Source: an optimization exercise on an open RTL-to-GDS flow (aim: small area). Production flows keep margins and buffers that such runs may drop.
Function was checked by simulation only, so behaviour that the tests miss may differ from the original.
No activity file was given, so power comes from the tool's default toggle rates.

Setup of run A:
==> flow/design.v <==
module msdf_conv(
    input  [1:0] d,
    input  [8:0] eq,       
    input  [8:0] keep,     
    input  [8:0] gt,       
    input        lo,       
    input        start,
    input  [8:0] hi,       
    input        lz,       
    output [8:0] hi_nxt,   
    output       lz_nxt
);
  wire pos = (d == 2'b10);
  wire neg = (d == 2'b01);
  wire nz  = pos | neg;
  wire [9:0] z;
  assign z[0] = lz;
  genvar n;
  generate
    for (n = 0; n < 9; n = n + 1) begin : g
      assign z[n+1] = z[n] & ~hi[n];
      wire kh  = keep[n] & hi[n];
      wire khx = keep[n] & (hi[n] ^ (gt[n] & z[n]));
      assign hi_nxt[n] = (eq[n] & nz) | (neg ? khx : kh);
    end
  endgenerate
  assign lz_nxt = (start | lz) & ~(nz & lo);
endmodule
module msdf_fa(input a, input b, input c, output s, output co);
  assign s = a ^ b ^ c;
  assign co = (a & b) | (a & c) | (b & c);
endmodule
module msdf_mul(
    input         start,
    input  [1:0]  x,       
    input  [1:0]  y,       
    input  [8:0]  av,      
    input  [8:0]  bv,      
    input  [12:1] s,       
    input  [10:1] c,       
    output [12:1] s_nxt,
    output [10:1] c_nxt,
    output [1:0]  p        
);
  wire xpos = (x == 2'b10), xneg = (x == 2'b01);
  wire ypos = (y == 2'b10), yneg = (y == 2'b01);
  wire ybpos = ypos & ~start, ybneg = yneg & ~start;
  wire [13:0] ia = start ? 14'd0 : {s[12], s, 1'b0};
  wire [13:0] id = start ? 14'd0 : {3'd0, c, 1'b0};
  wire [13:0] ib;
  genvar n;
  generate
    for (n = 0; n < 9; n = n + 1) begin : bsel
      assign ib[n] = av[n] ? ybpos : ybneg;
    end
  endgenerate
  assign ib[13:9] = {5{ybneg}};
  wire [13:0] ic = xneg ? ~{5'd0, bv} : xpos ? {5'd0, bv} : 14'd0;
  wire [9:0] s1, t1, o, t2;
  wire [9:0] t1s = {t1[8:0], yneg};
  generate
    for (n = 0; n < 10; n = n + 1) begin : fa
      msdf_fa f1(.a(ia[n]), .b(ib[n]), .c(ic[n]), .s(s1[n]), .co(t1[n]));
      msdf_fa f2(.a(s1[n]), .b(id[n]), .c(t1s[n]), .s(o[n]), .co(t2[n]));
    end
  endgenerate
  wire [9:0] co = {t2[8:0], xneg};
  wire s0, c1, h0, h1, f0, f1;
  msdf_fa fe1(.a(ia[10]), .b(id[10]), .c(~xneg), .s(s0), .co(c1));
  assign h0 = s0 ^ ~ybneg;
  assign h1 = s0 & ~ybneg;
  msdf_fa fe2(.a(h0), .b(t1[9]), .c(t2[9]), .s(f0), .co(f1));
  wire g1 = c1 | h1 | ia[11];                                    
  wire g2 = (c1 & h1) | (c1 & ia[11]) | (h1 & ia[11]);           
  wire g3 = c1 & h1 & ia[11];                                    
  wire gp = c1 ^ h1 ^ ia[11];                                    
  wire k2 = g2 | (f1 & g1);
  wire k4 = f1 & g3;
  wire sp = ia[12] ? k4 : k2;
  wire sn = ia[12] & ~k2;
  wire [1:0] e = {~(f1 ^ gp), f0};
  assign p = {sp, sn};
  assign s_nxt = {e[1:0], o[9:0]};
  assign c_nxt = co;
endmodule
module MSDFDotProductModule(input clk, input reset,
    input [1:0] io_a_3,
    input [1:0] io_a_2,
    input [1:0] io_a_1,
    input [1:0] io_a_0,
    input [1:0] io_b_3,
    input [1:0] io_b_2,
    input [1:0] io_b_1,
    input [1:0] io_b_0,
    input  io_start,
    output[1:0] io_c
);
  reg  [3:0] cnt;
  wire [3:0] j = io_start ? 4'd0 : cnt;
  always @(posedge clk) cnt <= j + {3'd0, j != 4'd15};
  wire [8:0] eq, gt, keep;
  genvar n;
  generate
    for (n = 0; n < 9; n = n + 1) begin : dec
      assign eq[n]   = (j == 4'd8 - n);
      assign gt[n]   = (j >  4'd8 - n);
      assign keep[n] = ~eq[n] & ~io_start;
    end
  endgenerate
  wire lo = (j >= 4'd9);
  wire [1:0] xa [0:3];
  wire [1:0] yb [0:3];
  assign xa[0] = io_a_0; assign xa[1] = io_a_1; assign xa[2] = io_a_2; assign xa[3] = io_a_3;
  assign yb[0] = io_b_0; assign yb[1] = io_b_1; assign yb[2] = io_b_2; assign yb[3] = io_b_3;
  wire [1:0] m [0:3];
  genvar i;
  generate
    for (i = 0; i < 4; i = i + 1) begin : pr
      reg  [8:0]  qa, qb;
      reg         la, lb;
      reg  [12:1] rs;
      reg  [10:1] rc;
      wire [8:0]  qa_nxt, qb_nxt;
      wire        la_nxt, lb_nxt;
      wire [12:1] rs_nxt;
      wire [10:1] rc_nxt;
      msdf_conv ca(.d(xa[i]), .eq(eq), .keep(keep), .gt(gt), .lo(lo), .start(io_start),
                   .hi(qa), .lz(la), .hi_nxt(qa_nxt), .lz_nxt(la_nxt));
      msdf_conv cb(.d(yb[i]), .eq(eq), .keep(keep), .gt(gt), .lo(lo), .start(io_start),
                   .hi(qb), .lz(lb), .hi_nxt(qb_nxt), .lz_nxt(lb_nxt));
      msdf_mul mu(.start(io_start), .x(xa[i]), .y(yb[i]), .av(qa), .bv(qb_nxt),
                  .s(rs), .c(rc), .s_nxt(rs_nxt), .c_nxt(rc_nxt), .p(m[i]));
      always @(posedge clk) begin
        qa <= qa_nxt; la <= la_nxt;
        qb <= qb_nxt; lb <= lb_nxt;
        rs <= rs_nxt; rc <= rc_nxt;
      end
    end
  endgenerate
  wire f4 = (j == 4'd4);    
  wire f6 = (j == 4'd6);    
  reg r51, r49, r32, r39, r37, r16, r17, r2, r234;
  wire fo0 = m[0][1] ^ ~m[0][0] ^ m[1][1];
  wire fc0 = (m[0][1] & ~m[0][0]) | (m[0][1] & m[1][1]) | (~m[0][0] & m[1][1]);
  wire g1 = r51 & ~r49, p1 = r51 | ~r49;
  wire fc1 = g1 | (p1 & fc0);
  wire fo1 = r51 ^ ~r49 ^ fc0;
  wire fo2 = m[2][1] ^ ~m[2][0] ^ m[3][1];
  wire fc2 = (m[2][1] & ~m[2][0]) | (m[2][1] & m[3][1]) | (~m[2][0] & m[3][1]);
  wire fo3 = r39 ^ ~r37 ^ fc2;
  wire fc3 = (r39 & ~r37) | (r39 & fc2) | (~r37 & fc2);
  wire z01 = f4 | fc1;      
  wire z23n = ~f4 & ~fc3;
  wire g4 = r32 & r16, p4 = r32 | r16;
  wire fo4 = r32 ^ z01 ^ r16;
  wire g5 = r17 & ~r2, p5 = r17 | ~r2;
  wire fc5 = g5 | (p5 & g4) | (p5 & p4 & f4) | (p5 & p4 & g1) | (p5 & p4 & p1 & fc0);
  wire fo5 = r17 ^ ~r2 ^ (g4 | (p4 & z01));
  always @(posedge clk) begin
    r51 <= fo0; r49 <= m[1][0];
    r39 <= fo2; r37 <= m[3][0];
    r32 <= fo1; r16 <= fo3;
    if (reset) begin
      r17 <= 1'b0; r2 <= 1'b1; r234 <= 1'b0;
    end else begin
      r17 <= fo4; r2 <= z23n; r234 <= fo5;
    end
  end
  assign io_c = {r234, ~f6 & ~fc5};
endmodule
==> flow/config.mk <==
export PLATFORM = sky130hd
export DESIGN_NAME = MSDFDotProductModule
export DESIGN_NICKNAME = MSDFDotProductModule
export VERILOG_FILES = /design/flow/design.v
export SDC_FILE = /design/flow/constraint.sdc
export NUM_CORES = 4
export LEC_CHECK = 0
export CAP_MARGIN = 20
export CORE_MARGIN = 2
export CORE_UTILIZATION = 40
export CTS_BUF_LIST = sky130_fd_sc_hd__clkbuf_4 sky130_fd_sc_hd__clkbuf_8
export CTS_CLUSTER_SIZE = 30
export SLEW_MARGIN = 20
==> flow/constraint.sdc <==
create_clock -name core_clock -period 8.0 [get_ports {clk}]
set_input_delay 1.6000 -clock core_clock [delete_from_list [all_inputs] [get_ports {clk}]]
set_output_delay 1.6000 -clock core_clock [all_outputs]
set_load 0.01 [all_outputs]
standard.sh (not shown) runs the stock make flow with config.mk's settings and CLKGATE_MAP_FILE= SYNTH_SCRIPT=/design/flow/synth_recipe.tcl, a recipe that flattens the netlist after the stock synthesis.
==> flow/flow/run.sh <==
#!/bin/bash
# The standard layout (standard.sh: ORFS synthesis and all later steps),
# with three changes to how the layout is made:
#  - synthesis maps the logic with an area-oriented ABC script
#    (flow/abc_area.script) instead of ORFS's delay-oriented one; everything
#    else in synthesis (registers, their names and cells) is unchanged.  ORFS's
#    scripts are copied to ./orfs_scripts and only abc_speed.script is replaced.
#  - buffer_ports builds the port buffers from sky130_fd_sc_hd__buf_1 cells
#    instead of the delay cells it picks by default (repair may resize them).
#  - CTS does not add dummy loads.
# The output of make (all ORFS steps) goes to make_finish.log; each step's own
# log stays in orfs/logs/.
set -euo pipefail
cd "$(dirname "${BASH_SOURCE[0]}")/.."
rm -rf orfs_scripts
cp -r "$FLOW_HOME/scripts" orfs_scripts
cp flow/abc_area.script orfs_scripts/abc_speed.script
export SCRIPTS_DIR="$PWD/orfs_scripts"
export BUFFER_PORTS_ARGS="-buffer_cell sky130_fd_sc_hd__buf_1"
export CTS_ARGS="-sink_clustering_enable -repair_clock_nets -sink_clustering_size 30 -buf_list {sky130_fd_sc_hd__clkbuf_4 sky130_fd_sc_hd__clkbuf_8} -dont_use_dummy_load -sink_buffer_max_cap_derate 2.5"
bash standard.sh finish > make_finish.log 2>&1
==> flow/flow/abc_area.script <==
&get -n
&st
&dch
&nf -R 0 -p
&st
&syn2
&dch
&nf -R 0 -p
&st
&syn2
&dch
&nf -R 0 -p
&put
Run A is listed as incomplete: the tool reported an error in clock tree synthesis and the run ended there.
[inputs] run B vs run A
diff --git a/flow/flow/run.sh b/flow/flow/run.sh
--- a/flow/flow/run.sh
+++ b/flow/flow/run.sh
@@ -20 +20 @@
-export CTS_ARGS="-sink_clustering_enable -repair_clock_nets -sink_clustering_size 30 -buf_list {sky130_fd_sc_hd__clkbuf_4 sky130_fd_sc_hd__clkbuf_8} -dont_use_dummy_load -sink_buffer_max_cap_derate 2.5"
+export CTS_ARGS="-sink_clustering_enable -repair_clock_nets -sink_clustering_size 30 -sink_clustering_max_diameter 150 -buf_list {sky130_fd_sc_hd__clkbuf_4 sky130_fd_sc_hd__clkbuf_8} -dont_use_dummy_load"
==> comparison <==
Between run A and run B, the overall die width does not differ in any meaningful way. Per the comparison of run B with run A, cell count after placement stayed essentially flat; last weighted congestion value of the routability-driven placer essentially unchanged; sequential fraction of the synthesis area essentially unchanged. The count of pins on the block boundary on run B is in line with that on run A. Initial core utilization: run A vs run B identical. Diff run B..run A | estimated wirelength of the detail-placed design | unchanged. Every stage of the flow completed for run B, and the final layout passed the timing, design-rule and antenna checks. Run A -> run B: synthesized area delta 0, exact match. Run A -> run B: synthesized netlist net count delta 0, exact match. Portion of netlist area occupied by mux cells: run B vs run A identical.
Setup changes, run B to run C
- PLACE_DENSITY now 0.75, previously not set
diff --git a/flow/flow/run.sh b/flow/flow/run.sh
--- a/flow/flow/run.sh
+++ b/flow/flow/run.sh
@@ -20 +20 @@
-export CTS_ARGS="-sink_clustering_enable -repair_clock_nets -sink_clustering_size 30 -sink_clustering_max_diameter 150 -buf_list {sky130_fd_sc_hd__clkbuf_4 sky130_fd_sc_hd__clkbuf_8} -dont_use_dummy_load"
+export CTS_ARGS="-sink_clustering_enable -repair_clock_nets -sink_clustering_size 30 -buf_list {sky130_fd_sc_hd__clkbuf_4 sky130_fd_sc_hd__clkbuf_8} -dont_use_dummy_load"
Run B and run C ended up with nearly the same sequential power. Growth of design area from synthesis to finish, run B and run C: smaller value in run B. Total power of run C is higher than that of run B. Summary of run C over run B: total stage count of the critical path shows no meaningful change, fraction of area in multi-input gates comparable.
### run C -> run D
- clearing PLACE_DENSITY, which used to be 0.75
diff --git a/flow/flow/run.sh b/flow/flow/run.sh
--- a/flow/flow/run.sh
+++ b/flow/flow/run.sh
@@ -4,2 +4,5 @@
-#  - synthesis maps the logic with an area-oriented ABC script
-#    (flow/abc_area.script) instead of ORFS's delay-oriented one; everything
+#  - synthesis maps the logic with flow/abc_area.script instead of ORFS's
+#    abc_speed.script: three rounds of choice computation and &nf mapping with
+#    area recovery, without the SOP balancing (&if -g) and the buffering and
+#    upsizing against the clock period that ORFS's script does (ORFS passes
+#    the period in ns where abc reads ps, so those aim at 8 ps).  Everything
[summary]
Run D: full flow OK, the timing, design-rule and antenna checks passed
Post-route core utilization delta (run C -> run D): insignificant
Compare run C and run D | net load switching power higher: run C
Compared with run C, run D shows a part of the cycle the worst path needs that is 0.29 points lower.
Changes observed in run D relative to run C: final instance area comparable, clock period minus worst slack now smaller, power now smaller.
Count of non-filler cells in the finished layout came out exactly the same in run C and run D.

==> separate check: timing with driven ports <==
The results above use ideal ports. As a check the final layouts listed here were re-extracted and re-timed, cells and wires unchanged. Step 1 assumes that a clkbuf_16 drives the clock port and a buf_2 every other input. Step 2 times the ports against the registers' clock, not the clock port: input delays grow and output delays shrink by t, the midpoint of the rising clock arrivals with the driver on. Three values: ideal ports, drivers, drivers and shift; two values: the first two.
run | shift t [ns] | setup slack, ns | worst setup path at the end | cell pins on the clock port's net
run B | 0.480 | 0.393 / 0.372 / 0.372 | input to output | 1
run C | 0.502 | 0.369 / 0.348 / 0.348 | input to output | 1
run D | 0.480 | 0.393 / 0.372 / 0.372 | input to output | 1
After both steps every run listed still meets setup and hold.
